Context: an optimization exercise on an open-source flow, tuned for a short achievable clock period, few clock cycles and low power. The choices shown serve that exercise and are no tape-out recipe. The RTL was checked by simulation tests, not by an equivalence proof against the original design. Power figures rest on the tool's default switching activity, not on a simulated workload.

run 1:
==> flow/design.v <==
module pfx_add #(parameter N = 32, parameter L = 5) (a, b, ci, s, co);
  input  [N-1:0] a, b;
  input          ci;
  output [N-1:0] s;
  output         co;
  wire [N-1:0] g [0:L];
  wire [N-1:0] p [0:L];
  wire [N-1:0] x = a ^ b;
  assign g[0] = (a & b) | {{(N-1){1'b0}}, x[0] & ci};
  assign p[0] = x;
  genvar k, i;
  generate
    for (k = 0; k < L; k = k + 1) begin : lvl
      for (i = 0; i < N; i = i + 1) begin : col
        if (i >= (1 << k)) begin : op
          assign g[k+1][i] = g[k][i] | (p[k][i] & g[k][i - (1 << k)]);
          assign p[k+1][i] = p[k][i] & p[k][i - (1 << k)];
        end else begin : pass
          assign g[k+1][i] = g[k][i];
          assign p[k+1][i] = p[k][i];
        end
      end
    end
  endgenerate
  assign s  = x ^ {g[L][N-2:0], ci};
  assign co = g[L][N-1];
endmodule
module reg_file (clk, rst, we, wa, wd, ra1, ra2, k1, k2, rd1, rd2);
  input clk, rst, we;
  input [4:0] wa, ra1, ra2;
  input k1, k2;
  input [31:0] wd;
  output [31:0] rd1, rd2;
  wire [32*32-1:0] q;
  assign q[31:0] = 32'd0;
  genvar g;
  generate
    for (g = 1; g < 32; g = g + 1) begin : R
      reg [31:0] d;
      always @(posedge clk)
        if (rst) d <= 32'd0;
        else if (we && wa == g) d <= wd;
      assign q[g*32 +: 32] = d;
    end
  endgenerate
  assign rd1 = k1 ? 32'd0 : q[ra1*32 +: 32];
  assign rd2 = k2 ? 32'd0 : q[ra2*32 +: 32];
endmodule
module mips_multi_cycle (rst, clk, memwrite, memread, adr, inst, writedata);
  input rst, clk;
  output [31:0] adr, writedata;
  input [31:0] inst;
  output memread, memwrite;
  reg [31:0] A;                   
  reg [31:0] B;                   
  reg        x_sub, x_and, x_or, x_slt, x_link;
  reg [4:0]  x_wa;                
  reg [7:0]  eqp;                 
  reg [10:0] ea_hi;               
  reg [6:0]  ea_lo;               
  reg        ea_c;                
  reg [10:0] btgt;                
  reg [10:0] j_tgt;               
  reg        xv;                  
  reg        s_lw;                
  reg        s_mem;               
  reg        mw;                  
  reg        s_ea;                
  reg        s_j;                 
  reg        s_beq;               
  reg        s_seq;               
  reg [11:0] pcn;                 
  wire [31:0] s;
  wire        co;
  pfx_add #(32, 5) ADD(.a(A), .b(B), .ci(x_sub), .s(s), .co(co));
  wire [31:0] y  = x_and  ? (A & B) :
                   x_or   ? (A | B) :
                   x_slt  ? {31'd0, ~co} :
                   x_link ? {18'd0, pcn, 2'b00} : s;
  wire        we = xv | s_lw;
  wire [31:0] wd = s_mem ? inst : y;
  wire [3:0] ea_h0, ea_h1;
  pfx_add #(4, 2) EA0(.a(A[12:9]), .b(ea_hi[10:7]), .ci(1'b0), .s(ea_h0), .co());
  pfx_add #(4, 2) EA1(.a(A[12:9]), .b(ea_hi[10:7]), .ci(1'b1), .s(ea_h1), .co());
  wire [10:0] ea = {ea_c ? ea_h1 : ea_h0, ea_lo};
  wire        eq = &eqp;
  wire        tk = s_beq & eq;
  wire [10:0] cur = ({11{s_ea}} & ea) | ({11{s_j}} & j_tgt) | ({11{tk}} & btgt) |
                    ({11{s_seq | (s_beq & ~eq)}} & pcn[10:0]);
  wire [5:0] op = inst[31:26];
  wire [4:0] rs = inst[25:21];
  wire [4:0] rt = inst[20:16];
  wire [4:0] rd = inst[15:11];
  wire [5:0] fn = inst[5:0];
  wire [15:0] imm = inst[15:0];
  wire is_r    = (op == 6'h00);
  wire is_addi = (op == 6'h09);
  wire is_slti = (op == 6'h0A);
  wire is_lw   = (op == 6'h23);
  wire is_sw   = (op == 6'h2B);
  wire is_beq  = (op == 6'h04);
  wire is_j    = (op == 6'h02);
  wire is_jal  = (op == 6'h03);
  wire is_jr   = (op == 6'h06);
  wire f_add = (fn == 6'h20);
  wire f_sub = (fn == 6'h23);
  wire f_or  = (fn == 6'h25);
  wire f_slt = (fn == 6'h2A);
  wire use_imm = is_addi | is_slti;
  wire [4:0] nwa = is_r ? rd : (is_jal ? 5'd31 : rt);
  wire alu_we = (is_r | is_addi | is_slti | is_jal) & (nwa != 5'd0);
  wire hz_rs = xv & (x_wa == rs);
  wire hz_rt = xv & (x_wa == rt);
  wire [31:0] rv1, rv2;
  reg_file RF(.clk(clk), .rst(rst), .we(we), .wa(x_wa), .wd(wd),
              .ra1(rs), .ra2(rt), .k1(hz_rs), .k2(hz_rt), .rd1(rv1), .rd2(rv2));
  wire [31:0] a = rv1 | (y & {32{hz_rs}});
  wire [31:0] b = rv2 | (y & {32{hz_rt}});
  wire [31:0] d = a ^ b;
  wire [7:0]  neqp;
  genvar gi;
  generate
    for (gi = 0; gi < 8; gi = gi + 1) begin : EQ
      assign neqp[gi] = ~|d[gi*4 +: 4];
    end
  endgenerate
  wire [12:0] off = imm[12:0] & {13{~is_jr}};
  wire [9:0]  lo = {1'b0, a[8:0]} + {1'b0, off[8:0]};
  wire [11:0] pc4 = {1'b0, cur} + 12'd1;
  wire [10:0] nbt;
  pfx_add #(11, 4) BT(.a(cur), .b(imm[10:0]), .ci(1'b1), .s(nbt), .co());
  wire [31:0] nb = use_imm ? {{16{imm[15]}}, imm} : b;
  wire        nsub = (is_r & (f_sub | f_slt)) | is_slti;
  always @(posedge clk) begin
    A      <= is_jal ? 32'd0 : a;
    B      <= nb ^ {32{nsub}};
    x_sub  <= nsub;
    x_and  <= is_r & ~(f_add | f_sub | f_or | f_slt);
    x_or   <= is_r & f_or;
    x_slt  <= (is_r & f_slt) | is_slti;
    x_link <= is_jal;
    x_wa   <= nwa;
    eqp    <= neqp;
    ea_hi  <= off[12:2];
    ea_lo  <= lo[8:2];
    ea_c   <= lo[9];
    btgt   <= nbt;
    j_tgt  <= inst[10:0];
    if (rst) begin
      pcn   <= 12'd0;
      xv    <= 1'b0;
      s_lw  <= 1'b0;
      s_mem <= 1'b0;
      mw    <= 1'b0;
      s_ea  <= 1'b0;
      s_j   <= 1'b0;
      s_beq <= 1'b0;
      s_seq <= 1'b1;
    end else if (s_mem) begin
      xv    <= 1'b0;
      s_lw  <= 1'b0;
      s_mem <= 1'b0;
      mw    <= 1'b0;
      s_ea  <= 1'b0;
      s_j   <= 1'b0;
      s_beq <= 1'b0;
      s_seq <= 1'b1;
    end else begin
      pcn   <= pc4;
      xv    <= alu_we;
      s_lw  <= is_lw & (rt != 5'd0);
      s_mem <= is_lw | is_sw;
      mw    <= is_sw;
      s_ea  <= is_lw | is_sw | is_jr;
      s_j   <= is_j | is_jal;
      s_beq <= is_beq;
      s_seq <= ~(is_lw | is_sw | is_jr | is_j | is_jal | is_beq);
    end
  end
  assign memwrite  = mw;
  assign memread   = ~mw;
  assign adr       = {19'd0, cur, 2'b00};
  assign writedata = B;             
endmodule
clock: 7.5 ns
lec_check: 0
cap_margin: 20
core_margin: 2
core_utilization: 40
cts_cluster_diameter: 100
cts_cluster_size: 20
place_density: 0.6
setup_slack_margin: 5
slew_margin: 20
tns_end_percent: 5
run.sh (not shown) runs the stock make flow with config.mk's settings and CLKGATE_MAP_FILE= SYNTH_SCRIPT=/design/flow/synth_recipe.tcl, a recipe that flattens the netlist after the stock synthesis.
Run 1 went all the way through synthesis, placement and routing and the layout is clean on timing, DRC and antenna.
Testbench counts of run 1, summed over its fixed seeds: cycles 64,912.
diff inputs: run 1 => run 2
Settings: CTS_CLUSTER_SIZE now 24, was 20; SETUP_SLACK_MARGIN now 4, was 5; TNS_END_PERCENT no longer set, was 5.
Results
Run 2 -> stages 100% | layout checks FAIL | capacitance limit, slew limit
Relative to run 1, number of cell instances on the worst register-to-register path increased by 22 in run 2.
Changes observed in run 2 relative to run 1: fmax went down 0.0022 GHz, wire length decreased about 1.6%, filler-free cell count of the finished design about even.
The final worst-path setup slack in run 2 sits 0.037 ns below the value recorded for run 1.
Input changes introduced in run 3 (baseline for comparison: run 2):
Settings: TNS_END_PERCENT newly set to 5; SETUP_SLACK_MARGIN changed from 4 to 3.
[summary]
Every stage of the flow completed for run 3, and the final layout passed the timing, DRC and antenna checks. Re share of power burned in combinational logic: run 2 and run 3 aren't equal, and the higher value belongs to run 2. Run 3 has total clock buffers created by CTS below what run 2 had. The combinational-cell power consumption in run 2 is 1.5 times that in run 3. Sort run 2 and run 3 by layout net count desc -> top: run 2. Run 3 ended up with adr[12] as its timing endpoint of the critical path; run 2 ended up with adr[10]. Run 3 vs. run 2: row count about even; setup slack after placement fell 0.052 ns. Run comparison: run 3 cell at the slowest stage of the critical path clkdlybuf4s50_1; run 2 cell at the slowest stage of the critical path fa_1. Final standard cell area without fillers (run 3 over run 2): decrease, 7600 sq um.
For run 4, these inputs were changed with respect to run 3:
Settings: swapping 3 for 5 in SETUP_SLACK_MARGIN.
Notes after the runs:
Against run 3, run 4 reports a layout buffering overhead excluding clock cells that is higher. Run comparison: run 4 worst setup path startpoint A[9]; run 3 worst setup path startpoint eqp[6]. From run 3 to run 4 the numbers moved as follows: combinational power grew by about 30%, global-route usage over all layers grew by 2.4 points, number of antenna violations at the first check in global routing grew by 1, design area grew by 8.3%, setup slack grew by 0.49 ns. Delta (run 4 minus run 3): overall power of the completed layout went up 5.4%, filler cell count down 553, wire length reported by the detailed router now sits higher.

========
Starts from the design.v that is shown in full above.
clock: 7.5 ns
lec_check: 0
cap_margin: 20
core_margin: 2
core_utilization: 40
cts_cluster_diameter: 100
cts_cluster_size: 24
place_density: 0.6
setup_slack_margin: 4
slew_margin: 20
tns_end_percent: 5
Testbench counts at the start, summed over its fixed seeds: cycles 64,912.
Then changed:
CORE_UTILIZATION = 50   (was 40)
PLACE_DENSITY = 0.65   (was 0.6)
SETUP_SLACK_MARGIN = 5   (was 4)
Outcome:
- The new run produced a clean layout
- sequential share of layout area goes down by 1.3 points
- clock skew goes up by 4.9 ps
- non-clock buffer count goes up by 178
- design area goes up by 3.9%
- critical path depth stays the same
- routed wire length goes up by 2.9%
- register-to-register slack improves by 260 ps
- setup slack degrades by 34 ps
- total power stays flat
- area after synthesis stays the same

[static timing again, ports no longer ideal]
The results above use ideal ports. As a check the final layouts listed here were re-extracted and re-timed, cells and wires unchanged.
Step 1: set_driving_cell puts a clkbuf_16 on clk and a buf_2 on each other input, an assumption about the parent block.
Step 2 moves the port delays by t, midway between the first and last clock arrival at a register: inputs arrive t later, outputs are due t later. That takes back most of the time a late clock gives input paths.
a / b / c = no drivers / after step 1 / after step 2; a / b = the first two.
run | t, ns | setup slack, ns | worst setup path at the end | clock arrival spread, ns
run 1 | 0.779 | 3.418 / 3.186 / 2.407 | input to register | 0.056 / 0.056
run 2 | 0.822 | 3.380 / 3.255 / 2.433 | input to register | 0.050 / 0.050
run 3 | 0.782 | 2.896 / 2.811 / 2.155 | input to register | 0.030 / 0.030
run 4 | 0.807 | 3.389 / 3.257 / 2.449 | input to register | 0.059 / 0.059
the first run of note 2 | 0.800 | 3.347 / 3.201 / 2.401 | input to register | 0.035 / 0.035
the second run of note 2 | 0.801 | 3.313 / 3.239 / 2.440 | input to register | 0.039 / 0.040
The setup slack of run 1, which loses most, moves by -0.232 ns with the drivers and by -1.011 ns with both steps.
